Source: an optimization exercise on an open RTL-to-GDS flow (aim: small area). Production flows keep margins and buffers that such runs may drop.
In this exercise RTL edits were held to simulation tests only and were not proved equivalent to the original.
Power is estimated from default activity; no workload was simulated.

## flow/design.v (module list and top-level ports; edited modules follow where they fit)
// module profir: 95 lines
// module profir_mac: 770 lines
// module profir_fa: 4 lines
// module profir_ha: 4 lines
// module profir_pp: 3 lines
module profir(
	input 			clock,
	input 			reset,
	input signed  [15:0] 	datain,
	input			din_enable,
	output         [5:0] 	coeffaddress,
	input signed  [35:0]	coeff0,
	input signed  [35:0]	coeff1,
	input signed  [35:0]	coeff2,
	input signed  [35:0]	coeff3,
	input signed  [35:0]	coeff4,
	input signed  [35:0]	coeff5,
	input signed  [35:0]	coeff6,
	input signed  [35:0]	coeff7,
	output signed [15:0]  dataout0,
	output signed [15:0]  dataout1,
	output signed [15:0]  dataout2,
	output signed [15:0]  dataout3,
	output signed [15:0]  dataout4,
	output signed [15:0]  dataout5,
	output signed [15:0]  dataout6,
	output signed [15:0]  dataout7
);
  // ...
==> flow/flow/run.sh <==
#!/bin/bash
# The standard layout (the standard.sh, which runs the standard synthesis and
# ORFS to the final layout) with two changes to how it is built:
#  - the port buffers that placement inserts are the smallest buffer cell;
#  - clock tree synthesis clusters more registers per leaf buffer and inserts no
#    dummy loads.
# ORFS writes each step's full log under orfs/logs; make's own output goes to
# flow_make.log here.
set -euo pipefail
cd "$(dirname "$0")/.."
export BUFFER_PORTS_ARGS="-buffer_cell sky130_fd_sc_hd__buf_1"
export CTS_ARGS="-sink_clustering_enable -repair_clock_nets -dont_use_dummy_load -sink_clustering_size 20 -sink_clustering_max_diameter 60 -buf_list {sky130_fd_sc_hd__clkbuf_8}"
bash standard.sh > flow_make.log 2>&1
==> flow/standard.sh <==
#!/bin/bash
# synth_recipe.tcl (not shown) runs the flow's synth.tcl, then flattens the netlist and writes it again
# the make line also repeats each setting of config.mk as NAME=value (left out here)
make -C /OpenROAD-flow-scripts/flow DESIGN_CONFIG=/design/flow/config.mk WORK_HOME=/design/flow/orfs CLKGATE_MAP_FILE= SYNTH_SCRIPT=/design/flow/synth_recipe.tcl "${@:-finish}"
==> flow/config.mk <==
export PLATFORM = sky130hd
export DESIGN_NAME = profir
export DESIGN_NICKNAME = profir
export VERILOG_FILES = /design/flow/design.v
export SDC_FILE = /design/flow/constraint.sdc
export NUM_CORES = 4
export LEC_CHECK = 0
export CAP_MARGIN = 20
export CELL_PAD_IN_SITES_DETAIL_PLACEMENT = 1
export CELL_PAD_IN_SITES_GLOBAL_PLACEMENT = 1
export CORE_MARGIN = 2
export CORE_UTILIZATION = 40
export PLACE_DENSITY = 0.5
export SLEW_MARGIN = 20
export SYNTH_HIERARCHICAL = 1
export SYNTH_MINIMUM_KEEP_SIZE = 0
==> flow/constraint.sdc <==
create_clock -name core_clock -period 13.0 [get_ports {clock}]
set_input_delay 2.6000 -clock core_clock [delete_from_list [all_inputs] [get_ports {clock}]]
set_output_delay 2.6000 -clock core_clock [all_outputs]
set_load 0.01 [all_outputs]
==> reports/qor.yml, run 1 <==
outcome: "no timing/DRC/antenna violations"
synth_compound_area_frac: 0.138
sh_seq_area: 0.411
fp.dieArea_um2: 262000
dr_total_vias: 68200
power_leader: "combinational cells"
die_y_um: 512
antenna_cells: 12
grt_max_degree: 190
dp_hpwl_um: 219000
r2r_start: "tapidx[1]"
arrival_ns: 12.93
max_freq_mhz: 82.6
multi_input_comb_cells: 4641
grt_busiest_layer: "met2"
cts_tree: "done"
grt.met3_usage: 0.0584
largest_reg_flops: 2048
seq_cells: 2342
cts_buffer_depth: 3
tap_cells: 3384
layout_setup_ws_ns: 0.900
largestClassByArea: "multi-input gates"
syn_area_um2: 103000
met2_usage: 0.383
cp_data_required_time_ns: 13.83
yosys.area.top_type_share: 0.455
synth_area_leaders: "dfxtp_1 (46%), fa_1 (27%), a222oi_1 (11%)"
fin_cells: 11400
cp-start-kind: "input pin"
vdd_drop_max_v: 0.000165
==> run 2, diff against run 1 <==
--- a/flow/design.v
+++ b/flow/design.v
@@ -426,373 +426,371 @@
 	wire pn8_8 = ~(((c[16] & x[8]) | (c[17] & ~c[16] & x[7])) ^ c[17]);
 	wire pn8_9 = ~(((c[16] & x[9]) | (c[17] & ~c[16] & x[8])) ^ c[17]);
 	wire pn8_10 = ~(((c[16] & x[10]) | (c[17] & ~c[16] & x[9])) ^ c[17]);
 	wire pn8_11 = ~(((c[16] & x[11]) | (c[17] & ~c[16] & x[10])) ^ c[17]);
 	wire pn8_12 = ~(((c[16] & x[12]) | (c[17] & ~c[16] & x[11])) ^ c[17]);
 	wire pn8_13 = ~(((c[16] & x[13]) | (c[17] & ~c[16] & x[12])) ^ c[17]);
 	wire pn8_14 = ~(((c[16] & x[14]) | (c[17] & ~c[16] & x[13])) ^ c[17]);
 	wire pn8_15 = ~(((c[16] & x[15]) | (c[17] & ~c[16] & x[14])) ^ c[17]);
-	wire t1, t2;
-	profir_ha ha_t1(.a(pn0_14), .b(pn1_12), .s(t1), .co(t2));
+	wire t1 = ~(pn0_0 ^ a[0]);
+	wire t2 = pn0_0 | a[0];
 	wire t3, t4;
-	profir_ha ha_t3(.a(pn0_15), .b(pn1_13), .s(t3), .co(t4));
+	profir_fa fa_t3(.a(pn0_2), .b(pn1_0), .c(a[2]), .s(t3), .co(t4));
 	wire t5, t6;
-	profir_fa fa_t5(.a(pn0_16), .b(pn1_14), .c(pn2_12), .s(t5), .co(t6));
+	profir_fa fa_t5(.a(pn0_3), .b(pn1_1), .c(a[3]), .s(t5), .co(t6));
 	wire t7, t8;
-	profir_ha ha_t7(.a(pn3_10), .b(pn4_8), .s(t7), .co(t8));
+	profir_fa fa_t7(.a(pn0_4), .b(pn1_2), .c(pn2_0), .s(t7), .co(t8));
 	wire t9, t10;
-	profir_fa fa_t9(.a(~pn0_17), .b(pn1_15), .c(pn2_13), .s(t9), .co(t10));
+	profir_fa fa_t9(.a(pn0_5), .b(pn1_3), .c(pn2_1), .s(t9), .co(t10));
 	wire t11, t12;
-	profir_fa fa_t11(.a(pn3_11), .b(pn4_9), .c(pn5_7), .s(t11), .co(t12));
-	wire t13, t14;
-	profir_fa fa_t13(.a(pn1_16), .b(pn2_14), .c(pn3_12), .s(t13), .co(t14));
+	profir_fa fa_t11(.a(pn0_6), .b(pn1_4), .c(pn2_2), .s(t11), .co(t12));
+	wire t13 = ~(pn3_0 ^ a[6]);
+	wire t14 = pn3_0 | a[6];
 	wire t15, t16;
-	profir_ha ha_t15(.a(pn4_10), .b(pn5_8), .s(t15), .co(t16));
+	profir_fa fa_t15(.a(pn0_7), .b(pn1_5), .c(pn2_3), .s(t15), .co(t16));
 	wire t17, t18;
-	profir_fa fa_t17(.a(~pn1_17), .b(pn2_15), .c(pn3_13), .s(t17), .co(t18));
+	profir_fa fa_t17(.a(pn0_8), .b(pn1_6), .c(pn2_4), .s(t17), .co(t18));
 	wire t19, t20;
-	profir_ha ha_t19(.a(pn2_16), .b(pn3_14), .s(t19), .co(t20));
+	profir_fa fa_t19(.a(pn3_2), .b(pn4_0), .c(a[8]), .s(t19), .co(t20));
 	wire t21, t22;
-	profir_ha ha_t21(.a(pn0_8), .b(pn1_6), .s(t21), .co(t22));
+	profir_fa fa_t21(.a(pn0_9), .b(pn1_7), .c(pn2_5), .s(t21), .co(t22));
 	wire t23, t24;
-	profir_ha ha_t23(.a(pn0_9), .b(pn1_7), .s(t23), .co(t24));
+	profir_fa fa_t23(.a(pn3_3), .b(pn4_1), .c(a[9]), .s(t23), .co(t24));
 	wire t25, t26;
 	profir_fa fa_t25(.a(pn0_10), .b(pn1_8), .c(pn2_6), .s(t25), .co(t26));
 	wire t27, t28;
-	profir_ha ha_t27(.a(pn3_4), .b(pn4_2), .s(t27), .co(t28));
+	profir_fa fa_t27(.a(pn3_4), .b(pn4_2), .c(pn5_0), .s(t27), .co(t28));
 	wire t29, t30;
 	profir_fa fa_t29(.a(pn0_11), .b(pn1_9), .c(pn2_7), .s(t29), .co(t30));
 	wire t31, t32;
-	profir_ha ha_t31(.a(pn3_5), .b(pn4_3), .s(t31), .co(t32));
+	profir_fa fa_t31(.a(pn3_5), .b(pn4_3), .c(pn5_1), .s(t31), .co(t32));
 	wire t33, t34;
 	profir_fa fa_t33(.a(pn0_12), .b(pn1_10), .c(pn2_8), .s(t33), .co(t34));
 	wire t35, t36;
 	profir_fa fa_t35(.a(pn3_6), .b(pn4_4), .c(pn5_2), .s(t35), .co(t36));
-	wire t37, t38;
-	profir_ha ha_t37(.a(pn6_0), .b(a[12]), .s(t37), .co(t38));
+	wire t37 = ~(pn6_0 ^ a[12]);
+	wire t38 = pn6_0 | a[12];
 	wire t39, t40;
 	profir_fa fa_t39(.a(pn0_13), .b(pn1_11), .c(pn2_9), .s(t39), .co(t40));
 	wire t41, t42;
 	profir_fa fa_t41(.a(pn3_7), .b(pn4_5), .c(pn5_3), .s(t41), .co(t42));
 	wire t43, t44;
-	profir_ha ha_t43(.a(pn6_1), .b(a[13]), .s(t43), .co(t44));
+	profir_fa fa_t43(.a(pn0_14), .b(pn1_12), .c(pn2_10), .s(t43), .co(t44));
 	wire t45, t46;
-	profir_fa fa_t45(.a(pn2_10), .b(pn3_8), .c(pn4_6), .s(t45), .co(t46));
+	profir_fa fa_t45(.a(pn3_8), .b(pn4_6), .c(pn5_4), .s(t45), .co(t46));
 	wire t47, t48;
-	profir_fa fa_t47(.a(pn5_4), .b(pn6_2), .c(pn7_0), .s(t47), .co(t48));
+	profir_fa fa_t47(.a(pn6_2), .b(pn7_0), .c(a[14]), .s(t47), .co(t48));
 	wire t49, t50;
-	profir_fa fa_t49(.a(a[14]), .b(1'b1), .c(t1), .s(t49), .co(t50));
+	profir_fa fa_t49(.a(pn0_15), .b(pn1_13), .c(pn2_11), .s(t49), .co(t50));
 	wire t51, t52;
-	profir_fa fa_t51(.a(pn2_11), .b(pn3_9), .c(pn4_7), .s(t51), .co(t52));
+	profir_fa fa_t51(.a(pn3_9), .b(pn4_7), .c(pn5_5), .s(t51), .co(t52));
 	wire t53, t54;
-	profir_fa fa_t53(.a(pn5_5), .b(pn6_3), .c(pn7_1), .s(t53), .co(t54));
+	profir_fa fa_t53(.a(pn6_3), .b(pn7_1), .c(a[15]), .s(t53), .co(t54));
 	wire t55, t56;
-	profir_fa fa_t55(.a(a[15]), .b(t3), .c(t2), .s(t55), .co(t56));
+	profir_fa fa_t55(.a(pn0_16), .b(pn1_14), .c(pn2_12), .s(t55), .co(t56));
 	wire t57, t58;
-	profir_fa fa_t57(.a(pn5_6), .b(pn6_4), .c(pn7_2), .s(t57), .co(t58));
+	profir_fa fa_t57(.a(pn3_10), .b(pn4_8), .c(pn5_6), .s(t57), .co(t58));
 	wire t59, t60;
-	profir_fa fa_t59(.a(pn8_0), .b(~c[17]), .c(a[16]), .s(t59), .co(t60));
+	profir_fa fa_t59(.a(pn6_4), .b(pn7_2), .c(pn8_0), .s(t59), .co(t60));
 	wire t61, t62;
-	profir_fa fa_t61(.a(t5), .b(t7), .c(t4), .s(t61), .co(t62));
+	profir_fa fa_t61(.a(~pn0_17), .b(pn1_15), .c(pn2_13), .s(t61), .co(t62));
 	wire t63, t64;
-	profir_fa fa_t63(.a(pn6_5), .b(pn7_3), .c(pn8_1), .s(t63), .co(t64));
+	profir_fa fa_t63(.a(pn3_11), .b(pn4_9), .c(pn5_7), .s(t63), .co(t64));
 	wire t65, t66;
-	profir_fa fa_t65(.a(a[17]), .b(1'b1), .c(t9), .s(t65), .co(t66));
+	profir_fa fa_t65(.a(pn6_5), .b(pn7_3), .c(pn8_1), .s(t65), .co(t66));
 	wire t67, t68;
-	profir_fa fa_t67(.a(t11), .b(t6), .c(t8), .s(t67), .co(t68));
+	profir_fa fa_t67(.a(pn1_16), .b(pn2_14), .c(pn3_12), .s(t67), .co(t68));
 	wire t69, t70;
-	profir_fa fa_t69(.a(pn6_6), .b(pn7_4), .c(pn8_2), .s(t69), .co(t70));
+	profir_fa fa_t69(.a(pn4_10), .b(pn5_8), .c(pn6_6), .s(t69), .co(t70));
 	wire t71, t72;
-	profir_fa fa_t71(.a(a[18]), .b(1'b1), .c(t13), .s(t71), .co(t72));
+	profir_fa fa_t71(.a(pn7_4), .b(pn8_2), .c(a[18]), .s(t71), .co(t72));
 	wire t73, t74;
-	profir_fa fa_t73(.a(t15), .b(t10), .c(t12), .s(t73), .co(t74));
+	profir_fa fa_t73(.a(~pn1_17), .b(pn2_15), .c(pn3_13), .s(t73), .co(t74));
 	wire t75, t76;
 	profir_fa fa_t75(.a(pn4_11), .b(pn5_9), .c(pn6_7), .s(t75), .co(t76));
 	wire t77, t78;
 	profir_fa fa_t77(.a(pn7_5), .b(pn8_3), .c(a[19]), .s(t77), .co(t78));
 	wire t79, t80;
-	profir_fa fa_t79(.a(t17), .b(t14), .c(t16), .s(t79), .co(t80));
+	profir_fa fa_t79(.a(pn2_16), .b(pn3_14), .c(pn4_12), .s(t79), .co(t80));
 	wire t81, t82;
-	profir_fa fa_t81(.a(pn4_12), .b(pn5_10), .c(pn6_8), .s(t81), .co(t82));
-	wire t83, t84;
-	profir_fa fa_t83(.a(pn7_6), .b(pn8_4), .c(a[20]), .s(t83), .co(t84));
+	profir_fa fa_t81(.a(pn5_10), .b(pn6_8), .c(pn7_6), .s(t81), .co(t82));
+	wire t83 = ~(pn8_4 ^ a[20]);
+	wire t84 = pn8_4 | a[20];
 	wire t85, t86;
-	profir_fa fa_t85(.a(1'b1), .b(t19), .c(t18), .s(t85), .co(t86));
+	profir_fa fa_t85(.a(~pn2_17), .b(pn3_15), .c(pn4_13), .s(t85), .co(t86));
 	wire t87, t88;
-	profir_fa fa_t87(.a(~pn2_17), .b(pn3_15), .c(pn4_13), .s(t87), .co(t88));
+	profir_fa fa_t87(.a(pn5_11), .b(pn6_9), .c(pn7_7), .s(t87), .co(t88));
 	wire t89, t90;
-	profir_fa fa_t89(.a(pn5_11), .b(pn6_9), .c(pn7_7), .s(t89), .co(t90));
+	profir_fa fa_t89(.a(pn3_16), .b(pn4_14), .c(pn5_12), .s(t89), .co(t90));
 	wire t91, t92;
-	profir_fa fa_t91(.a(pn8_5), .b(a[21]), .c(t20), .s(t91), .co(t92));
+	profir_fa fa_t91(.a(pn6_10), .b(pn7_8), .c(pn8_6), .s(t91), .co(t92));
 	wire t93, t94;
-	profir_fa fa_t93(.a(pn3_16), .b(pn4_14), .c(pn5_12), .s(t93), .co(t94));
+	profir_fa fa_t93(.a(~pn3_17), .b(pn4_15), .c(pn5_13), .s(t93), .co(t94));
 	wire t95, t96;
-	profir_fa fa_t95(.a(pn6_10), .b(pn7_8), .c(pn8_6), .s(t95), .co(t96));
+	profir_fa fa_t95(.a(pn6_11), .b(pn7_9), .c(pn8_7), .s(t95), .co(t96));
 	wire t97, t98;
-	profir_ha ha_t97(.a(a[22]), .b(1'b1), .s(t97), .co(t98));
+	profir_fa fa_t97(.a(pn4_16), .b(pn5_14), .c(pn6_12), .s(t97), .co(t98));
 	wire t99, t100;
-	profir_fa fa_t99(.a(~pn3_17), .b(pn4_15), .c(pn5_13), .s(t99), .co(t100));
+	profir_fa fa_t99(.a(pn7_10), .b(pn8_8), .c(a[24]), .s(t99), .co(t100));
 	wire t101, t102;
-	profir_fa fa_t101(.a(pn6_11), .b(pn7_9), .c(pn8_7), .s(t101), .co(t102));
+	profir_fa fa_t101(.a(~pn4_17), .b(pn5_15), .c(pn6_13), .s(t101), .co(t102));
 	wire t103, t104;
-	profir_fa fa_t103(.a(pn4_16), .b(pn5_14), .c(pn6_12), .s(t103), .co(t104));
+	profir_fa fa_t103(.a(pn7_11), .b(pn8_9), .c(a[25]), .s(t103), .co(t104));
 	wire t105, t106;
-	profir_ha ha_t105(.a(pn7_10), .b(pn8_8), .s(t105), .co(t106));
-	wire t107, t108;
-	profir_fa fa_t107(.a(~pn4_17), .b(pn5_15), .c(pn6_13), .s(t107), .co(t108));
+	profir_fa fa_t105(.a(pn5_16), .b(pn6_14), .c(pn7_12), .s(t105), .co(t106));
+	wire t107 = ~(pn8_10 ^ a[26]);
+	wire t108 = pn8_10 | a[26];
 	wire t109, t110;
-	profir_ha ha_t109(.a(pn5_16), .b(pn6_14), .s(t109), .co(t110));
+	profir_fa fa_t109(.a(~pn5_17), .b(pn6_15), .c(pn7_13), .s(t109), .co(t110));
 	wire t111, t112;
-	profir_ha ha_t111(.a(pn0_4), .b(pn1_2), .s(t111), .co(t112));
+	profir_fa fa_t111(.a(pn6_16), .b(pn7_14), .c(pn8_12), .s(t111), .co(t112));
 	wire t113, t114;
-	profir_ha ha_t113(.a(pn0_5), .b(pn1_3), .s(t113), .co(t114));
+	profir_fa fa_t113(.a(~pn6_17), .b(pn7_15), .c(pn8_13), .s(t113), .co(t114));
 	wire t115, t116;
-	profir_fa fa_t115(.a(pn0_6), .b(pn1_4), .c(pn2_2), .s(t115), .co(t116));
+	profir_fa fa_t115(.a(pn7_16), .b(pn8_14), .c(a[30]), .s(t115), .co(t116));
 	wire t117, t118;
-	profir_ha ha_t117(.a(pn3_0), .b(a[6]), .s(t117), .co(t118));
+	profir_fa fa_t117(.a(~pn7_17), .b(pn8_15), .c(a[31]), .s(t117), .co(t118));
 	wire t119, t120;
-	profir_fa fa_t119(.a(pn0_7), .b(pn1_5), .c(pn2_3), .s(t119), .co(t120));
-	wire t121, t122;
-	profir_ha ha_t121(.a(pn3_1), .b(a[7]), .s(t121), .co(t122));
+	profir_fa fa_t119(.a(pn0_1), .b(a[1]), .c(t2), .s(t119), .co(t120));
+	wire t121 = ~(t7 ^ a[4]);
+	wire t122 = t7 | a[4];
 	wire t123, t124;
-	profir_fa fa_t123(.a(pn2_4), .b(pn3_2), .c(pn4_0), .s(t123), .co(t124));
+	profir_fa fa_t123(.a(t9), .b(a[5]), .c(t8), .s(t123), .co(t124));
 	wire t125, t126;
-	profir_fa fa_t125(.a(a[8]), .b(1'b1), .c(t21), .s(t125), .co(t126));
+	profir_fa fa_t125(.a(t11), .b(t13), .c(t10), .s(t125), .co(t126));
 	wire t127, t128;
-	profir_fa fa_t127(.a(pn2_5), .b(pn3_3), .c(pn4_1), .s(t127), .co(t128));
-	wire t129, t130;
-	profir_fa fa_t129(.a(a[9]), .b(t23), .c(t22), .s(t129), .co(t130));
+	profir_fa fa_t127(.a(t15), .b(pn3_1), .c(a[7]), .s(t127), .co(t128));
+	wire t129 = ~(t17 ^ t19);
+	wire t130 = t17 | t19;
 	wire t131, t132;
-	profir_fa fa_t131(.a(pn5_0), .b(a[10]), .c(1'b1), .s(t131), .co(t132));
+	profir_fa fa_t131(.a(t21), .b(t23), .c(t18), .s(t131), .co(t132));
 	wire t133, t134;
-	profir_fa fa_t133(.a(t25), .b(t27), .c(t24), .s(t133), .co(t134));
-	wire t135, t136;
-	profir_fa fa_t135(.a(pn5_1), .b(a[11]), .c(t29), .s(t135), .co(t136));
+	profir_fa fa_t133(.a(t25), .b(t27), .c(a[10]), .s(t133), .co(t134));
+	wire t135 = ~(t22 ^ t24);
+	wire t136 = t22 | t24;
 	wire t137, t138;
-	profir_fa fa_t137(.a(t31), .b(t26), .c(t28), .s(t137), .co(t138));
+	profir_fa fa_t137(.a(t29), .b(t31), .c(a[11]), .s(t137), .co(t138));
 	wire t139, t140;
-	profir_fa fa_t139(.a(1'b1), .b(t33), .c(t35), .s(t139), .co(t140));
+	profir_fa fa_t139(.a(t33), .b(t35), .c(t37), .s(t139), .co(t140));
 	wire t141, t142;
-	profir_fa fa_t141(.a(t37), .b(t30), .c(t32), .s(t141), .co(t142));
+	profir_fa fa_t141(.a(t39), .b(t41), .c(pn6_1), .s(t141), .co(t142));
 	wire t143, t144;
-	profir_fa fa_t143(.a(t39), .b(t41), .c(t43), .s(t143), .co(t144));
+	profir_fa fa_t143(.a(a[13]), .b(t34), .c(t36), .s(t143), .co(t144));
 	wire t145, t146;
-	profir_fa fa_t145(.a(t34), .b(t36), .c(t38), .s(t145), .co(t146));
-	wire t147, t148;
-	profir_fa fa_t147(.a(t45), .b(t47), .c(t49), .s(t147), .co(t148));
+	profir_fa fa_t145(.a(t43), .b(t45), .c(t47), .s(t145), .co(t146));
+	wire t147 = ~(t40 ^ t42);
+	wire t148 = t40 | t42;
 	wire t149, t150;
-	profir_fa fa_t149(.a(t40), .b(t42), .c(t44), .s(t149), .co(t150));
+	profir_fa fa_t149(.a(t49), .b(t51), .c(t53), .s(t149), .co(t150));
 	wire t151, t152;
-	profir_fa fa_t151(.a(t51), .b(t53), .c(t55), .s(t151), .co(t152));
+	profir_fa fa_t151(.a(t44), .b(t46), .c(t48), .s(t151), .co(t152));
 	wire t153, t154;
-	profir_fa fa_t153(.a(t46), .b(t48), .c(t50), .s(t153), .co(t154));
+	profir_fa fa_t153(.a(t55), .b(t57), .c(t59), .s(t153), .co(t154));
 	wire t155, t156;
-	profir_fa fa_t155(.a(t57), .b(t59), .c(t61), .s(t155), .co(t156));
+	profir_fa fa_t155(.a(~c[17]), .b(a[16]), .c(t50), .s(t155), .co(t156));
 	wire t157, t158;
-	profir_fa fa_t157(.a(t52), .b(t54), .c(t56), .s(t157), .co(t158));
-	wire t159, t160;
-	profir_fa fa_t159(.a(t63), .b(t65), .c(t67), .s(t159), .co(t160));
+	profir_fa fa_t157(.a(t61), .b(t63), .c(t65), .s(t157), .co(t158));
+	wire t159 = ~(a[17] ^ t56);
+	wire t160 = a[17] | t56;
 	wire t161, t162;
-	profir_fa fa_t161(.a(t58), .b(t60), .c(t62), .s(t161), .co(t162));
-	wire t163, t164;
-	profir_fa fa_t163(.a(t69), .b(t71), .c(t73), .s(t163), .co(t164));
+	profir_fa fa_t161(.a(t67), .b(t69), .c(t71), .s(t161), .co(t162));
+	wire t163 = ~(t62 ^ t64);
+	wire t164 = t62 | t64;
 	wire t165, t166;
-	profir_fa fa_t165(.a(t64), .b(t66), .c(t68), .s(t165), .co(t166));
+	profir_fa fa_t165(.a(t73), .b(t75), .c(t77), .s(t165), .co(t166));
 	wire t167, t168;
-	profir_fa fa_t167(.a(t75), .b(t77), .c(t79), .s(t167), .co(t168));
+	profir_fa fa_t167(.a(t68), .b(t70), .c(t72), .s(t167), .co(t168));
 	wire t169, t170;
-	profir_fa fa_t169(.a(t70), .b(t72), .c(t74), .s(t169), .co(t170));
+	profir_fa fa_t169(.a(t79), .b(t81), .c(t83), .s(t169), .co(t170));
 	wire t171, t172;
-	profir_fa fa_t171(.a(t81), .b(t83), .c(t85), .s(t171), .co(t172));
+	profir_fa fa_t171(.a(t74), .b(t76), .c(t78), .s(t171), .co(t172));
 	wire t173, t174;
-	profir_fa fa_t173(.a(t76), .b(t78), .c(t80), .s(t173), .co(t174));
+	profir_fa fa_t173(.a(t85), .b(t87), .c(pn8_5), .s(t173), .co(t174));
 	wire t175, t176;
-	profir_fa fa_t175(.a(t87), .b(t89), .c(t91), .s(t175), .co(t176));
+	profir_fa fa_t175(.a(a[21]), .b(t80), .c(t82), .s(t175), .co(t176));
 	wire t177, t178;
-	profir_fa fa_t177(.a(t82), .b(t84), .c(t86), .s(t177), .co(t178));
-	wire t179, t180;
-	profir_fa fa_t179(.a(t93), .b(t95), .c(t97), .s(t179), .co(t180));
+	profir_fa fa_t177(.a(t89), .b(t91), .c(a[22]), .s(t177), .co(t178));
+	wire t179 = ~(t86 ^ t88);
+	wire t180 = t86 | t88;
 	wire t181, t182;
-	profir_fa fa_t181(.a(t88), .b(t90), .c(t92), .s(t181), .co(t182));
-	wire t183, t184;
-	profir_fa fa_t183(.a(a[23]), .b(t99), .c(t101), .s(t183), .co(t184));
+	profir_fa fa_t181(.a(t93), .b(t95), .c(a[23]), .s(t181), .co(t182));
+	wire t183 = ~(t97 ^ t99);
+	wire t184 = t97 | t99;
 	wire t185, t186;
-	profir_fa fa_t185(.a(t94), .b(t96), .c(t98), .s(t185), .co(t186));
+	profir_fa fa_t185(.a(t101), .b(t103), .c(t98), .s(t185), .co(t186));
 	wire t187, t188;
-	profir_fa fa_t187(.a(a[24]), .b(1'b1), .c(t103), .s(t187), .co(t188));
+	profir_fa fa_t187(.a(t105), .b(t107), .c(t102), .s(t187), .co(t188));
 	wire t189, t190;
-	profir_fa fa_t189(.a(t105), .b(t100), .c(t102), .s(t189), .co(t190));
-	wire t191, t192;
-	profir_fa fa_t191(.a(pn7_11), .b(pn8_9), .c(a[25]), .s(t191), .co(t192));
+	profir_fa fa_t189(.a(t109), .b(pn8_11), .c(a[27]), .s(t189), .co(t190));
+	wire t191 = ~(t111 ^ a[28]);
+	wire t192 = t111 | a[28];
 	wire t193, t194;
-	profir_fa fa_t193(.a(t107), .b(t104), .c(t106), .s(t193), .co(t194));
-	wire t195, t196;
-	profir_fa fa_t195(.a(pn7_12), .b(pn8_10), .c(a[26]), .s(t195), .co(t196));
-	wire t197, t198;
-	profir_fa fa_t197(.a(1'b1), .b(t109), .c(t108), .s(t197), .co(t198));
+	profir_fa fa_t193(.a(t113), .b(a[29]), .c(t112), .s(t193), .co(t194));
+	wire t195 = ~(t115 ^ t114);
+	wire t196 = t115 | t114;
+	wire t197 = ~(t3 ^ t120);
+	wire t198 = t3 | t120;
 	wire t199, t200;
-	profir_fa fa_t199(.a(~pn5_17), .b(pn6_15), .c(pn7_13), .s(t199), .co(t200));
+	profir_fa fa_t199(.a(t127), .b(t12), .c(t14), .s(t199), .co(t200));
 	wire t201, t202;
-	profir_fa fa_t201(.a(pn8_11), .b(a[27]), .c(t110), .s(t201), .co(t202));
+	profir_fa fa_t201(.a(t129), .b(t16), .c(t128), .s(t201), .co(t202));
 	wire t203, t204;
-	profir_fa fa_t203(.a(pn6_16), .b(pn7_14), .c(pn8_12), .s(t203), .co(t204));
+	profir_fa fa_t203(.a(t131), .b(t20), .c(t130), .s(t203), .co(t204));
 	wire t205, t206;
-	profir_ha ha_t205(.a(a[28]), .b(1'b1), .s(t205), .co(t206));
+	profir_fa fa_t205(.a(t133), .b(t135), .c(t132), .s(t205), .co(t206));
 	wire t207, t208;
-	profir_fa fa_t207(.a(~pn6_17), .b(pn7_15), .c(pn8_13), .s(t207), .co(t208));
+	profir_fa fa_t207(.a(t137), .b(t26), .c(t28), .s(t207), .co(t208));
 	wire t209, t210;
-	profir_ha ha_t209(.a(pn7_16), .b(pn8_14), .s(t209), .co(t210));
+	profir_fa fa_t209(.a(t139), .b(t30), .c(t32), .s(t209), .co(t210));
 	wire t211, t212;
-	profir_ha ha_t211(.a(pn0_2), .b(pn1_0), .s(t211), .co(t212));
+	profir_fa fa_t211(.a(t141), .b(t143), .c(t38), .s(t211), .co(t212));
 	wire t213, t214;
-	profir_ha ha_t213(.a(pn0_3), .b(pn1_1), .s(t213), .co(t214));
+	profir_fa fa_t213(.a(t145), .b(t147), .c(t142), .s(t213), .co(t214));
 	wire t215, t216;
-	profir_fa fa_t215(.a(pn2_0), .b(a[4]), .c(1'b1), .s(t215), .co(t216));
+	profir_fa fa_t215(.a(t149), .b(t151), .c(t146), .s(t215), .co(t216));
 	wire t217, t218;
-	profir_fa fa_t217(.a(pn2_1), .b(a[5]), .c(t113), .s(t217), .co(t218));
+	profir_fa fa_t217(.a(t153), .b(t155), .c(t52), .s(t217), .co(t218));
 	wire t219, t220;
-	profir_fa fa_t219(.a(1'b1), .b(t115), .c(t117), .s(t219), .co(t220));
+	profir_fa fa_t219(.a(t54), .b(t150), .c(t152), .s(t219), .co(t220));
 	wire t221, t222;
-	profir_fa fa_t221(.a(t119), .b(t121), .c(t116), .s(t221), .co(t222));
+	profir_fa fa_t221(.a(t157), .b(t159), .c(t58), .s(t221), .co(t222));
 	wire t223, t224;
-	profir_fa fa_t223(.a(t123), .b(t125), .c(t120), .s(t223), .co(t224));
+	profir_fa fa_t223(.a(t60), .b(t154), .c(t156), .s(t223), .co(t224));
 	wire t225, t226;
-	profir_fa fa_t225(.a(t127), .b(t129), .c(t124), .s(t225), .co(t226));
+	profir_fa fa_t225(.a(t161), .b(t163), .c(t66), .s(t225), .co(t226));
 	wire t227, t228;
-	profir_fa fa_t227(.a(t131), .b(t133), .c(t128), .s(t227), .co(t228));
+	profir_fa fa_t227(.a(t165), .b(t167), .c(t162), .s(t227), .co(t228));
 	wire t229, t230;
-	profir_fa fa_t229(.a(t135), .b(t137), .c(t132), .s(t229), .co(t230));
+	profir_fa fa_t229(.a(t169), .b(t171), .c(t166), .s(t229), .co(t230));
 	wire t231, t232;
-	profir_fa fa_t231(.a(t139), .b(t141), .c(t136), .s(t231), .co(t232));
+	profir_fa fa_t231(.a(t173), .b(t175), .c(t84), .s(t231), .co(t232));
 	wire t233, t234;
-	profir_fa fa_t233(.a(t143), .b(t145), .c(t140), .s(t233), .co(t234));
+	profir_fa fa_t233(.a(t177), .b(t179), .c(t174), .s(t233), .co(t234));
 	wire t235, t236;
-	profir_fa fa_t235(.a(t147), .b(t149), .c(t144), .s(t235), .co(t236));
+	profir_fa fa_t235(.a(t181), .b(t90), .c(t92), .s(t235), .co(t236));
 	wire t237, t238;
-	profir_fa fa_t237(.a(t151), .b(t153), .c(t148), .s(t237), .co(t238));
+	profir_fa fa_t237(.a(t183), .b(t94), .c(t96), .s(t237), .co(t238));
 	wire t239, t240;
-	profir_fa fa_t239(.a(t155), .b(t157), .c(t152), .s(t239), .co(t240));
+	profir_fa fa_t239(.a(t185), .b(t100), .c(t184), .s(t239), .co(t240));
 	wire t241, t242;
-	profir_fa fa_t241(.a(t159), .b(t161), .c(t156), .s(t241), .co(t242));
+	profir_fa fa_t241(.a(t187), .b(t104), .c(t186), .s(t241), .co(t242));
 	wire t243, t244;
-	profir_fa fa_t243(.a(t163), .b(t165), .c(t160), .s(t243), .co(t244));
+	profir_fa fa_t243(.a(t189), .b(t106), .c(t108), .s(t243), .co(t244));
 	wire t245, t246;
-	profir_fa fa_t245(.a(t167), .b(t169), .c(t164), .s(t245), .co(t246));
+	profir_fa fa_t245(.a(t191), .b(t110), .c(t190), .s(t245), .co(t246));
 	wire t247, t248;
-	profir_fa fa_t247(.a(t171), .b(t173), .c(t168), .s(t247), .co(t248));
+	profir_fa fa_t247(.a(t117), .b(t116), .c(t196), .s(t247), .co(t248));
 	wire t249, t250;
-	profir_fa fa_t249(.a(t175), .b(t177), .c(t172), .s(t249), .co(t250));
+	profir_fa fa_t249(.a(t5), .b(t4), .c(t198), .s(t249), .co(t250));
 	wire t251, t252;
-	profir_fa fa_t251(.a(t179), .b(t181), .c(t176), .s(t251), .co(t252));
+	profir_fa fa_t251(.a(t207), .b(t134), .c(t136), .s(t251), .co(t252));
 	wire t253, t254;
-	profir_fa fa_t253(.a(t183), .b(t185), .c(t180), .s(t253), .co(t254));
+	profir_fa fa_t253(.a(t209), .b(t138), .c(t208), .s(t253), .co(t254));
 	wire t255, t256;
-	profir_fa fa_t255(.a(t187), .b(t189), .c(t184), .s(t255), .co(t256));
+	profir_fa fa_t255(.a(t211), .b(t140), .c(t210), .s(t255), .co(t256));
 	wire t257, t258;
-	profir_fa fa_t257(.a(t191), .b(t193), .c(t188), .s(t257), .co(t258));
+	profir_fa fa_t257(.a(t213), .b(t144), .c(t212), .s(t257), .co(t258));
 	wire t259, t260;
-	profir_fa fa_t259(.a(t195), .b(t197), .c(t192), .s(t259), .co(t260));
+	profir_fa fa_t259(.a(t215), .b(t148), .c(t214), .s(t259), .co(t260));
 	wire t261, t262;
-	profir_fa fa_t261(.a(t199), .b(t201), .c(t196), .s(t261), .co(t262));
+	profir_fa fa_t261(.a(t217), .b(t219), .c(t216), .s(t261), .co(t262));
 	wire t263, t264;
-	profir_fa fa_t263(.a(t203), .b(t205), .c(t200), .s(t263), .co(t264));
+	profir_fa fa_t263(.a(t221), .b(t223), .c(t218), .s(t263), .co(t264));
 	wire t265, t266;
-	profir_fa fa_t265(.a(a[29]), .b(t207), .c(t204), .s(t265), .co(t266));
+	profir_fa fa_t265(.a(t225), .b(t158), .c(t160), .s(t265), .co(t266));
 	wire t267, t268;
-	profir_fa fa_t267(.a(a[30]), .b(1'b1), .c(t209), .s(t267), .co(t268));
+	profir_fa fa_t267(.a(t227), .b(t164), .c(t226), .s(t267), .co(t268));
 	wire t269, t270;
-	profir_fa fa_t269(.a(~pn7_17), .b(pn8_15), .c(a[31]), .s(t269), .co(t270));
+	profir_fa fa_t269(.a(t229), .b(t168), .c(t228), .s(t269), .co(t270));
 	wire t271, t272;
-	profir_ha ha_t271(.a(pn0_0), .b(a[0]), .s(t271), .co(t272));
+	profir_fa fa_t271(.a(t231), .b(t170), .c(t172), .s(t271), .co(t272));
 	wire t273, t274;
-	profir_ha ha_t273(.a(pn0_1), .b(a[1]), .s(t273), .co(t274));
+	profir_fa fa_t273(.a(t233), .b(t176), .c(t232), .s(t273), .co(t274));
 	wire t275, t276;
-	profir_fa fa_t275(.a(a[2]), .b(1'b1), .c(t211), .s(t275), .co(t276));
+	profir_fa fa_t275(.a(t235), .b(t178), .c(t180), .s(t275), .co(t276));
 	wire t277, t278;
-	profir_fa fa_t277(.a(a[3]), .b(t213), .c(t212), .s(t277), .co(t278));
+	profir_fa fa_t277(.a(t237), .b(t182), .c(t236), .s(t277), .co(t278));
 	wire t279, t280;
-	profir_fa fa_t279(.a(t111), .b(t215), .c(t214), .s(t279), .co(t280));
+	profir_fa fa_t279(.a(t243), .b(t188), .c(t242), .s(t279), .co(t280));
 	wire t281, t282;
-	profir_fa fa_t281(.a(t112), .b(t217), .c(t216), .s(t281), .co(t282));
+	profir_fa fa_t281(.a(t193), .b(t192), .c(t246), .s(t281), .co(t282));
 	wire t283, t284;
-	profir_fa fa_t283(.a(t114), .b(t219), .c(t218), .s(t283), .co(t284));
+	profir_fa fa_t283(.a(t121), .b(t6), .c(t250), .s(t283), .co(t284));
 	wire t285, t286;
-	profir_fa fa_t285(.a(t118), .b(t221), .c(t220), .s(t285), .co(t286));
+	profir_fa fa_t285(.a(t263), .b(t220), .c(t262), .s(t285), .co(t286));
 	wire t287, t288;
-	profir_fa fa_t287(.a(t122), .b(t223), .c(t222), .s(t287), .co(t288));
+	profir_fa fa_t287(.a(t265), .b(t222), .c(t224), .s(t287), .co(t288));
 	wire t289, t290;
-	profir_fa fa_t289(.a(t126), .b(t225), .c(t224), .s(t289), .co(t290));
+	profir_fa fa_t289(.a(t271), .b(t230), .c(t270), .s(t289), .co(t290));
 	wire t291, t292;
-	profir_fa fa_t291(.a(t130), .b(t227), .c(t226), .s(t291), .co(t292));
+	profir_fa fa_t291(.a(t275), .b(t234), .c(t274), .s(t291), .co(t292));
 	wire t293, t294;
-	profir_fa fa_t293(.a(t134), .b(t229), .c(t228), .s(t293), .co(t294));
+	profir_fa fa_t293(.a(t239), .b(t238), .c(t278), .s(t293), .co(t294));
 	wire t295, t296;
-	profir_fa fa_t295(.a(t138), .b(t231), .c(t230), .s(t295), .co(t296));
+	profir_fa fa_t295(.a(t245), .b(t244), .c(t280), .s(t295), .co(t296));
 	wire t297, t298;
-	profir_fa fa_t297(.a(t142), .b(t233), .c(t232), .s(t297), .co(t298));
+	profir_fa fa_t297(.a(t195), .b(t194), .c(t282), .s(t297), .co(t298));
 	wire t299, t300;
-	profir_fa fa_t299(.a(t146), .b(t235), .c(t234), .s(t299), .co(t300));
+	profir_fa fa_t299(.a(t123), .b(t122), .c(t284), .s(t299), .co(t300));
 	wire t301, t302;
-	profir_fa fa_t301(.a(t150), .b(t237), .c(t236), .s(t301), .co(t302));
+	profir_fa fa_t301(.a(t287), .b(t264), .c(t286), .s(t301), .co(t302));
 	wire t303, t304;
-	profir_fa fa_t303(.a(t154), .b(t239), .c(t238), .s(t303), .co(t304));
+	profir_fa fa_t303(.a(t267), .b(t266), .c(t288), .s(t303), .co(t304));
 	wire t305, t306;
-	profir_fa fa_t305(.a(t158), .b(t241), .c(t240), .s(t305), .co(t306));
+	profir_fa fa_t305(.a(t273), .b(t272), .c(t290), .s(t305), .co(t306));
 	wire t307, t308;
-	profir_fa fa_t307(.a(t162), .b(t243), .c(t242), .s(t307), .co(t308));
+	profir_fa fa_t307(.a(t277), .b(t276), .c(t292), .s(t307), .co(t308));
 	wire t309, t310;
-	profir_fa fa_t309(.a(t166), .b(t245), .c(t244), .s(t309), .co(t310));
+	profir_fa fa_t309(.a(t241), .b(t240), .c(t294), .s(t309), .co(t310));
 	wire t311, t312;
-	profir_fa fa_t311(.a(t170), .b(t247), .c(t246), .s(t311), .co(t312));
+	profir_fa fa_t311(.a(t125), .b(t124), .c(t300), .s(t311), .co(t312));
 	wire t313, t314;
-	profir_fa fa_t313(.a(t174), .b(t249), .c(t248), .s(t313), .co(t314));
+	profir_fa fa_t313(.a(t269), .b(t268), .c(t304), .s(t313), .co(t314));
 	wire t315, t316;
-	profir_fa fa_t315(.a(t178), .b(t251), .c(t250), .s(t315), .co(t316));
+	profir_fa fa_t315(.a(t199), .b(t126), .c(t312), .s(t315), .co(t316));
 	wire t317, t318;
-	profir_fa fa_t317(.a(t182), .b(t253), .c(t252), .s(t317), .co(t318));
+	profir_fa fa_t317(.a(t201), .b(t200), .c(t316), .s(t317), .co(t318));
 	wire t319, t320;
-	profir_fa fa_t319(.a(t186), .b(t255), .c(t254), .s(t319), .co(t320));
+	profir_fa fa_t319(.a(t203), .b(t202), .c(t318), .s(t319), .co(t320));
 	wire t321, t322;
-	profir_fa fa_t321(.a(t190), .b(t257), .c(t256), .s(t321), .co(t322));
+	profir_fa fa_t321(.a(t205), .b(t204), .c(t320), .s(t321), .co(t322));
 	wire t323, t324;
-	profir_fa fa_t323(.a(t194), .b(t259), .c(t258), .s(t323), .co(t324));
+	profir_fa fa_t323(.a(t251), .b(t206), .c(t322), .s(t323), .co(t324));
 	wire t325, t326;
-	profir_fa fa_t325(.a(t198), .b(t261), .c(t260), .s(t325), .co(t326));
+	profir_fa fa_t325(.a(t253), .b(t252), .c(t324), .s(t325), .co(t326));
 	wire t327, t328;
-	profir_fa fa_t327(.a(t202), .b(t263), .c(t262), .s(t327), .co(t328));
+	profir_fa fa_t327(.a(t255), .b(t254), .c(t326), .s(t327), .co(t328));
 	wire t329, t330;
-	profir_fa fa_t329(.a(t206), .b(t265), .c(t264), .s(t329), .co(t330));
+	profir_fa fa_t329(.a(t257), .b(t256), .c(t328), .s(t329), .co(t330));
 	wire t331, t332;
-	profir_fa fa_t331(.a(t208), .b(t267), .c(t266), .s(t331), .co(t332));
+	profir_fa fa_t331(.a(t259), .b(t258), .c(t330), .s(t331), .co(t332));
 	wire t333, t334;
-	profir_fa fa_t333(.a(t210), .b(t269), .c(t268), .s(t333), .co(t334));
-	wire [31:0] ra = {t333, t331, t329, t327, t325, t323, t321, t319, t317, t315, t313, t311, t309, t307, t305, t303, t301, t299, t297, t295, t293, t291, t289, t287, t285, t283, t281, t279, t277, t275, t273, 1'b1};
-	wire [31:0] rb = {t332, t330, t328, t326, t324, t322, t320, t318, t316, t314, t312, t310, t308, t306, t304, t302, t300, t298, t296, t294, t292, t290, t288, t286, t284, t282, t280, t278, t276, t274, t272, t271};
+	profir_fa fa_t333(.a(t261), .b(t260), .c(t332), .s(t333), .co(t334));
+	wire [31:0] ra = {t247, t297, t281, t295, t279, t309, t293, t307, t291, t305, t289, t313, t303, t301, t285, t333, t331, t329, t327, t325, t323, t321, t319, t317, t315, t311, t299, t283, t249, t197, t119, t1};
+	wire [31:0] rb = {t298, 1'b0, t296, 1'b0, t310, 1'b0, t308, 1'b0, t306, 1'b0, t314, 1'b0, t302, 1'b0, t334, 1'b0, 1'b0, 1'b0, 1'b0, 1'b0, 1'b0, 1'b0, 1'b0, 1'b0, 1'b0, 1'b0, 1'b0, 1'b0, 1'b0, 1'b0, 1'b0, 1'b0};
 	wire [31:0] s0;
-	wire [8:0] rc0;
-	profir_ha cpa0(.a(ra[0]), .b(rb[0]), .s(s0[0]), .co(rc0[1]));
-	profir_fa cpa1(.a(ra[1]), .b(rb[1]), .c(rc0[1]), .s(s0[1]), .co(rc0[2]));
-	profir_fa cpa2(.a(ra[2]), .b(rb[2]), .c(rc0[2]), .s(s0[2]), .co(rc0[3]));
-	profir_fa cpa3(.a(ra[3]), .b(rb[3]), .c(rc0[3]), .s(s0[3]), .co(rc0[4]));
-	profir_fa cpa4(.a(ra[4]), .b(rb[4]), .c(rc0[4]), .s(s0[4]), .co(rc0[5]));
-	profir_fa cpa5(.a(ra[5]), .b(rb[5]), .c(rc0[5]), .s(s0[5]), .co(rc0[6]));
-	profir_fa cpa6(.a(ra[6]), .b(rb[6]), .c(rc0[6]), .s(s0[6]), .co(rc0[7]));
-	profir_fa cpa7(.a(ra[7]), .b(rb[7]), .c(rc0[7]), .s(s0[7]), .co(rc0[8]));
+	assign s0[0] = t1;
+	assign s0[1] = t119;
+	assign s0[2] = t197;
+	assign s0[3] = t249;
+	assign s0[4] = t283;
+	assign s0[5] = t299;
+	assign s0[6] = t311;
+	assign s0[7] = t315;
 	assign y[7:0] = s0[7:0];
-	wire bc0 = rc0[8];
-	wire [16:8] rc1;
-	profir_ha cpa8(.a(ra[8]), .b(rb[8]), .s(s0[8]), .co(rc1[9]));
-	profir_fa cpa9(.a(ra[9]), .b(rb[9]), .c(rc1[9]), .s(s0[9]), .co(rc1[10]));
-	profir_fa cpa10(.a(ra[10]), .b(rb[10]), .c(rc1[10]), .s(s0[10]), .co(rc1[11]));
-	profir_fa cpa11(.a(ra[11]), .b(rb[11]), .c(rc1[11]), .s(s0[11]), .co(rc1[12]));
-	profir_fa cpa12(.a(ra[12]), .b(rb[12]), .c(rc1[12]), .s(s0[12]), .co(rc1[13]));
-	profir_fa cpa13(.a(ra[13]), .b(rb[13]), .c(rc1[13]), .s(s0[13]), .co(rc1[14]));
-	profir_fa cpa14(.a(ra[14]), .b(rb[14]), .c(rc1[14]), .s(s0[14]), .co(rc1[15]));
-	profir_fa cpa15(.a(ra[15]), .b(rb[15]), .c(rc1[15]), .s(s0[15]), .co(rc1[16]));
+	wire bc0 = 1'b0;
+	assign s0[8] = t317;
+	assign s0[9] = t319;
+	assign s0[10] = t321;
+	assign s0[11] = t323;
+	assign s0[12] = t325;
+	assign s0[13] = t327;
+	assign s0[14] = t329;
+	assign s0[15] = t331;
 	wire [16:8] pa1;
 	assign pa1[8] = 1'b1;
 	assign pa1[9] = pa1[8] & s0[8];
 	assign y[8] = ~(s0[8] ^ (bc0 & pa1[8]));
 	assign pa1[10] = pa1[9] & s0[9];
 	assign y[9] = ~(s0[9] ^ (bc0 & pa1[9]));
 	assign pa1[11] = pa1[10] & s0[10];
 	assign y[10] = ~(s0[10] ^ (bc0 & pa1[10]));
@@ -801,26 +799,35 @@
 	assign pa1[13] = pa1[12] & s0[12];
 	assign y[12] = ~(s0[12] ^ (bc0 & pa1[12]));
 	assign pa1[14] = pa1[13] & s0[13];
 	assign y[13] = ~(s0[13] ^ (bc0 & pa1[13]));
 	assign pa1[15] = pa1[14] & s0[14];
 	assign y[14] = ~(s0[14] ^ (bc0 & pa1[14]));
 	assign pa1[16] = pa1[15] & s0[15];
 	assign y[15] = ~(s0[15] ^ (bc0 & pa1[15]));
-	wire bc1 = rc1[16] | (bc0 & pa1[16]);
-	wire [24:16] rc2;
-	profir_ha cpa16(.a(ra[16]), .b(rb[16]), .s(s0[16]), .co(rc2[17]));
-	profir_fa cpa17(.a(ra[17]), .b(rb[17]), .c(rc2[17]), .s(s0[17]), .co(rc2[18]));
-	profir_fa cpa18(.a(ra[18]), .b(rb[18]), .c(rc2[18]), .s(s0[18]), .co(rc2[19]));
-	profir_fa cpa19(.a(ra[19]), .b(rb[19]), .c(rc2[19]), .s(s0[19]), .co(rc2[20]));
-	profir_fa cpa20(.a(ra[20]), .b(rb[20]), .c(rc2[20]), .s(s0[20]), .co(rc2[21]));
-	profir_fa cpa21(.a(ra[21]), .b(rb[21]), .c(rc2[21]), .s(s0[21]), .co(rc2[22]));
-	profir_fa cpa22(.a(ra[22]), .b(rb[22]), .c(rc2[22]), .s(s0[22]), .co(rc2[23]));
-	profir_fa cpa23(.a(ra[23]), .b(rb[23]), .c(rc2[23]), .s(s0[23]), .co(rc2[24]));
+	wire bc1 = 1'b0 | (bc0 & pa1[16]);
+	assign s0[16] = t333;
+	wire rc2_18;
+	profir_ha cpa17(.a(t285), .b(t334), .s(s0[17]), .co(rc2_18));
+	wire rc2_19;
+	profir_ha cpa18(.a(t301), .b(rc2_18), .s(s0[18]), .co(rc2_19));
+	wire t335, rc2_20;
+	profir_fa fa_t335(.a(t303), .b(t302), .c(rc2_19), .s(t335), .co(rc2_20));
+	assign s0[19] = t335;
+	wire rc2_21;
+	profir_ha cpa20(.a(t313), .b(rc2_20), .s(s0[20]), .co(rc2_21));
+	wire t336, rc2_22;
+	profir_fa fa_t336(.a(t289), .b(t314), .c(rc2_21), .s(t336), .co(rc2_22));
+	assign s0[21] = t336;
+	wire rc2_23;
+	profir_ha cpa22(.a(t305), .b(rc2_22), .s(s0[22]), .co(rc2_23));
+	wire t337, rc2_24;
+	profir_fa fa_t337(.a(t291), .b(t306), .c(rc2_23), .s(t337), .co(rc2_24));
+	assign s0[23] = t337;
 	wire [24:16] pa2;
 	assign pa2[16] = 1'b1;
 	assign pa2[17] = pa2[16] & s0[16];
 	assign y[16] = ~(s0[16] ^ (bc1 & pa2[16]));
 	assign pa2[18] = pa2[17] & s0[17];
 	assign y[17] = ~(s0[17] ^ (bc1 & pa2[17]));
 	assign pa2[19] = pa2[18] & s0[18];
 	assign y[18] = ~(s0[18] ^ (bc1 & pa2[18]));
@@ -829,26 +836,35 @@
 	assign pa2[21] = pa2[20] & s0[20];
 	assign y[20] = ~(s0[20] ^ (bc1 & pa2[20]));
 	assign pa2[22] = pa2[21] & s0[21];
 	assign y[21] = ~(s0[21] ^ (bc1 & pa2[21]));
 	assign pa2[23] = pa2[22] & s0[22];
 	assign y[22] = ~(s0[22] ^ (bc1 & pa2[22]));
 	assign pa2[24] = pa2[23] & s0[23];
 	assign y[23] = ~(s0[23] ^ (bc1 & pa2[23]));
-	wire bc2 = rc2[24] | (bc1 & pa2[24]);
-	wire [32:24] rc3;
-	profir_ha cpa24(.a(ra[24]), .b(rb[24]), .s(s0[24]), .co(rc3[25]));
-	profir_fa cpa25(.a(ra[25]), .b(rb[25]), .c(rc3[25]), .s(s0[25]), .co(rc3[26]));
-	profir_fa cpa26(.a(ra[26]), .b(rb[26]), .c(rc3[26]), .s(s0[26]), .co(rc3[27]));
-	profir_fa cpa27(.a(ra[27]), .b(rb[27]), .c(rc3[27]), .s(s0[27]), .co(rc3[28]));
-	profir_fa cpa28(.a(ra[28]), .b(rb[28]), .c(rc3[28]), .s(s0[28]), .co(rc3[29]));
-	profir_fa cpa29(.a(ra[29]), .b(rb[29]), .c(rc3[29]), .s(s0[29]), .co(rc3[30]));
-	profir_fa cpa30(.a(ra[30]), .b(rb[30]), .c(rc3[30]), .s(s0[30]), .co(rc3[31]));
-	profir_fa cpa31(.a(ra[31]), .b(rb[31]), .c(rc3[31]), .s(s0[31]), .co(rc3[32]));
+	wire bc2 = rc2_24 | (bc1 & pa2[24]);
+	assign s0[24] = t307;
+	wire rc3_26;
+	profir_ha cpa25(.a(t293), .b(t308), .s(s0[25]), .co(rc3_26));
+	wire rc3_27;
+	profir_ha cpa26(.a(t309), .b(rc3_26), .s(s0[26]), .co(rc3_27));
+	wire t338, rc3_28;
+	profir_fa fa_t338(.a(t279), .b(t310), .c(rc3_27), .s(t338), .co(rc3_28));
+	assign s0[27] = t338;
+	wire rc3_29;
+	profir_ha cpa28(.a(t295), .b(rc3_28), .s(s0[28]), .co(rc3_29));
+	wire t339, rc3_30;
+	profir_fa fa_t339(.a(t281), .b(t296), .c(rc3_29), .s(t339), .co(rc3_30));
+	assign s0[29] = t339;
+	wire rc3_31;
+	profir_ha cpa30(.a(t297), .b(rc3_30), .s(s0[30]), .co(rc3_31));
+	wire t340, rc3_32;
+	profir_fa fa_t340(.a(t247), .b(t298), .c(rc3_31), .s(t340), .co(rc3_32));
+	assign s0[31] = t340;
 	wire [32:24] pa3;
 	assign pa3[24] = 1'b1;
 	assign pa3[25] = pa3[24] & s0[24];
 	assign y[24] = ~(s0[24] ^ (bc2 & pa3[24]));
 	assign pa3[26] = pa3[25] & s0[25];
 	assign y[25] = ~(s0[25] ^ (bc2 & pa3[25]));
 	assign pa3[27] = pa3[26] & s0[26];
 	assign y[26] = ~(s0[26] ^ (bc2 & pa3[26]));
@@ -857,17 +873,17 @@
 	assign pa3[29] = pa3[28] & s0[28];
 	assign y[28] = ~(s0[28] ^ (bc2 & pa3[28]));
 	assign pa3[30] = pa3[29] & s0[29];
 	assign y[29] = ~(s0[29] ^ (bc2 & pa3[29]));
 	assign pa3[31] = pa3[30] & s0[30];
 	assign y[30] = ~(s0[30] ^ (bc2 & pa3[30]));
 	assign pa3[32] = pa3[31] & s0[31];
 	assign y[31] = ~(s0[31] ^ (bc2 & pa3[31]));
-	wire bc3 = rc3[32] | (bc2 & pa3[32]);
+	wire bc3 = rc3_32 | (bc2 & pa3[32]);
 endmodule
 module profir_fa(input a, input b, input c, output s, output co);
 	assign s = a ^ b ^ c;
 	assign co = (a & b) | (a & c) | (b & c);
 endmodule
 module profir_ha(input a, input b, output s, output co);
 	assign s = a ^ b;
 	assign co = a & b;
==> flow/flow/run.sh (replaced) <==
#!/bin/bash
# The standard layout (the standard.sh, which runs the standard synthesis and
# ORFS to the final layout) with two changes to how it is built:
#  - the port buffers that placement inserts are the smallest buffer cell;
#  - clock tree synthesis clusters more registers per leaf buffer and inserts no
#    dummy loads.
# ORFS writes each step's full log under orfs/logs; make's own output goes to
# flow_make.log here.
set -euo pipefail
cd "$(dirname "$0")/.."
export BUFFER_PORTS_ARGS="-buffer_cell sky130_fd_sc_hd__buf_1"
export CTS_ARGS="-sink_clustering_enable -repair_clock_nets -dont_use_dummy_load -sink_clustering_size 30 -sink_clustering_max_diameter 80 -buf_list {sky130_fd_sc_hd__clkbuf_8 sky130_fd_sc_hd__clkbuf_16}"
bash standard.sh > flow_make.log 2>&1
==> run 2 against run 1 <==
Global-route usage fell by 0.74 points. Largest cell class unchanged. Fmax fell by 5.0%. Routed wire length fell by 5.1%. Sequential share of layout area rose by 0.16 points. Clock power rose by about 20%. Register-to-register slack got worse by 0.34 ns.
==> reports/qor.yml, run 2 <==
outcome: "no timing/DRC/antenna violations"  # unchanged
synth_area_leader_cell: "dfxtp_1"  # unchanged
antenna_found_initial: 17  # was 9
grt_pass1_wl_um: 471000  # was 494000 um
path_class: "input pin to flop"  # unchanged
p_leak_nw: 39.8  # was 38.4 nW
yosys.area.top_type_share: 0.467  # was 0.455
arrival_ns: 13.42  # was 12.93 ns
ant_nets: 0  # unchanged
cts_buffer_depth: 3  # unchanged
overflow: 0  # unchanged
vdd_drop_max_v: 0.000219  # was 0.000165 V
cts.reportedPaths.clkPinSlew_ns: 0.10  # was 0.11 ns
viasPerCell: 5.76  # was 5.96
port_buffers: 440  # unchanged
ioPinCount: 441  # unchanged
fp.dieArea_um2: 255000  # was 262000 um2
place.gp.congestion: 0.882  # was 0.864
worstHoldPathType: "flop to flop"  # unchanged
max_slew_margin: 0.280  # was 0.301
route.detailed.drc: 0  # unchanged
ys_types: 66  # unchanged
worst_path_largest_cell_delay_ns: 0.93  # was 0.74 ns
ys.flop_type: "dfxtp_1"  # unchanged
drive_gt1_frac: 0.142  # was 0.122
drt_pre_antenna_iters: 17  # was 15
grt_max_degree: 141  # was 190
cts_buffers: 132  # was 178
layout_common_cells: "dfxtp_1 (2342), a222oi_1 (1152), fa_1 (1120), inv_1 (714), buf_4 (528)"  # was dfxtp_1 (2342), fa_1 (1280), a222oi_1 (1152), buf_1 (439), buf_4 (294)
clock_latency_ns: 0.79  # was 0.98 ns
rsz0062_at_grt: "false"  # unchanged
dr_total_vias: 66900  # was 68200
pre_cts_ws_ns: -0.551  # was -0.0605 ns
design_area_um2: 114000  # about the same
cts_num_sinks: 2342  # unchanged
cp_data_required_time_ns: 13.69  # was 13.83 ns
first_iter_violations: 11200  # was 11600
yosysSeqAreaShare: 0.467  # was 0.455
synth_most_common_cell: "dfxtp_1"  # unchanged
crit_path_end_kind: "flop"  # unchanged
hold_viol_final: 0  # unchanged
n_fill_cell: 25500  # was 26000
grt_pass1_vias: 72500  # was 74400
powerDensity_nw_per_um2: 198  # was 216 nW/um2
largest_reg_flops: 2048  # unchanged
layout_setup_ws_ns: 0.269  # was 0.900 ns
ys_top_cells_by_count: "dfxtp_1 (2342), fa_1 (1257), a222oi_1 (1152), inv_1 (718), nand2_1 (252)"  # was dfxtp_1 (2342), fa_1 (1369), a222oi_1 (1152), nand2_1 (295), ha_1 (275)
max_freq_mhz: 78.5  # was 82.6 MHz
core_um2: 249000  # was 256000 um2
nets: 10100  # was 9993
cp-start-kind: "input pin"  # unchanged
routed_wl_um: 312000  # was 328000 um
cp_slowest_cell: "a222oi_1"  # was xnor2_4
multi_input_area_um2: 50000  # was 55500 um2
synth_cells: 7381  # was 7233
start_util: 0.403  # was 0.402
final_common_cell: "dfxtp_1"  # unchanged
die_y_um: 505  # was 512 um
routedWlPerCell_um: 26.8  # was 28.7 um
seq_area_um2: 46900  # unchanged
grt_util_all_layers: 0.242  # was 0.250
fin_crit_ns: 12.73  # was 12.10 ns
tightest_slew_ns: 1.08  # was 1.05 ns
finClkSkew_ns: 0.113  # was 0.141 ns
die_x_um: 505  # was 512 um
max_flop_register: "ring"  # unchanged
syn_to_final_growth_pct: 13.1  # was 10.7%
ys_ff_latch: 2342  # unchanged
syn_area_um2: 100000  # was 103000 um2
rows: 183  # was 186
cpMostUsedCell: "fa_2"  # unchanged
placed_cells: 11500  # was 11200
total_power_mw: 22.5  # was 24.6 mW
dp_hpwl_um: 221000  # was 219000 um
drv_cap: 0  # unchanged
synth_warnings: 8  # unchanged
slew_violations: 0  # unchanged
synth_area_leaders: "dfxtp_1 (47%), fa_1 (25%), a222oi_1 (11%)"  # was dfxtp_1 (46%), fa_1 (27%), a222oi_1 (11%)
clockRootBuffer: "clkbuf_16"  # was clkbuf_8
cts_tree: "done"  # unchanged
critPathMaxFanout: 93  # was 22
synth_area_per_cell_um2: 13.6  # was 14.2 um2
fin_cells: 11600  # was 11400
async_flop_share: 0  # unchanged
timing.final.crit_share: 0.979  # was 0.931
place_area_um2: 110000  # was 112000 um2
setup_viol: 0  # unchanged
htree_levels: 4  # unchanged
hold_ws_ns: 0.218  # was 0.222 ns
synth-edff-count: 0  # unchanged
## run 2: layout make-up
class | count | area share
Tap cell | 3330 | 0.0367
Inverter | 729 | 0.0243
Timing Repair Buffer | 1009 | 0.0567
Clock buffer | 132 | 0.0291
Sequential cell | 2342 | 0.413
Multi-Input combinational cell | 4067 | 0.440
Antenna cell | 2 | 0.0000441
## run 2: cells by family (layout without fill, tap and decap cells)
kind of cell / Yosys count / after routing / synth area share
flops: 2342 / 2342 / 0.467
fa+ha+maj: 1480 / 1480 / 0.278
compound gates: 1450 / 1450 / 0.135
buf+inv: 1035 / 1870 / 0.0485
simple gates: 792 / 792 / 0.0423
mux: 176 / 176 / 0.0199
xor+xnor: 105 / 105 / 0.00916
other cells: 1 / 66 / 0.0000374
## run 2: per-stage QoR
step / TNS (ns) / utilization
floorplan: -261.11 / -
global placement: -17.77 / 0.443
detailed placement: -27.63 / 0.443
CTS: 0 / 0.456
global route: 0 / 0.456
finish: 0 / 0.456
## run 2: critical path, delay by kind of cell
family	cells	cell delay, ns
adder cells (fa/ha/maj)	23	7.55
XOR/XNOR	1	0.15
multiplexers	2	0.62
AND/OR/NAND/NOR	3	0.54
buffers and inverters	7	0.98
AO/OA/AOI/OAI	1	0.93
## run 2: Yosys stat by module (local to each module, per instance)
module,flops+latches,area (um2),cells inside,copies in the design
profir,2342,53100,3253,1
profir_fa,0,20.0,1,1256
profir_ha,0,12.5,1,64
profir_mac,0,1220,207,8
profir_pp,0,10.0,1,1152
## run 2: power breakdown
part	internal [mW]	total, mW	switching, mW
clock	1.80	3.98	2.18
combinational	4.54	10.3	5.79
sequential	7.85	8.15	0.304
total	14.2	22.5	8.28
## run 2: worst paths after layout
| path | start | endpoint | slack (ns) | cells past startpoint |
|---|---|---|---|---|
| hold reg to reg | ring[76][9] | ring[77][9] | 0.22 | 0 |
| setup reg to reg | tapidx[2] | acc5[31] | 1.40 | 41 |
| hold / removal | ring[76][9] | ring[77][9] | 0.22 | 0 |
| setup / recovery | din_enable | acc1[31] | 0.27 | 37 |
## run 2: layer usage
| metal | vias up | global-route usage | part of all wire | wire length (um) |
|---|---|---|---|---|
| li1 | 28600 | - | - | - |
| met1 | 34300 | 0.322 | 0.41 | 127000 |
| met2 | 3462 | 0.400 | 0.48 | 149000 |
| met3 | 542 | 0.0469 | 0.087 | 27100 |
| met4 | 6 | 0.0722 | 0.029 | 9020 |
| met5 | - | 0 | 0.00012 | 38 |
## run 2: timing repair
| item | 4_1_cts | 5_1_grt |
|---|---|---|
| endpoints found under the setup margin | 0 | 10 |
| buffers inserted | 0 | 1 |
| hold buffers | 0 | 0 |
| resized for setup | 0 | 4 |

-- separate check: timing with driven ports --
No port has a modelled driver above. Below, the same layouts with a new extraction and two added sets of constraints.
Step 1: set_driving_cell puts a clkbuf_16 on clock and a buf_2 on each other input, an assumption about the parent block.
Step 2 moves the port delays by t, midway between the first and last clock arrival at a register: inputs arrive t later, outputs are due t later. That takes back most of the time a late clock gives input paths.
Slacks: no drivers / after step 1 / after step 2; pairs: no drivers / after step 1.
run	shift t [ns]	setup slack, ns	hold WS [ns]	worst setup path after step 2	worst slew at a driven data input, ns
run 1	1.038	0.900 / 0.946 / -0.092	0.222 / 0.222 / 0.222	input to register	0.08
run 2	0.837	0.269 / 0.252 / -0.585	0.218 / 0.218 / 0.218	input to register	0.14
With both steps, setup timing fails in run 1 and run 2, where it was met with ideal ports. The setup slack of run 1, which loses most, moves by +0.046 ns with the drivers and by -0.992 ns with both steps.
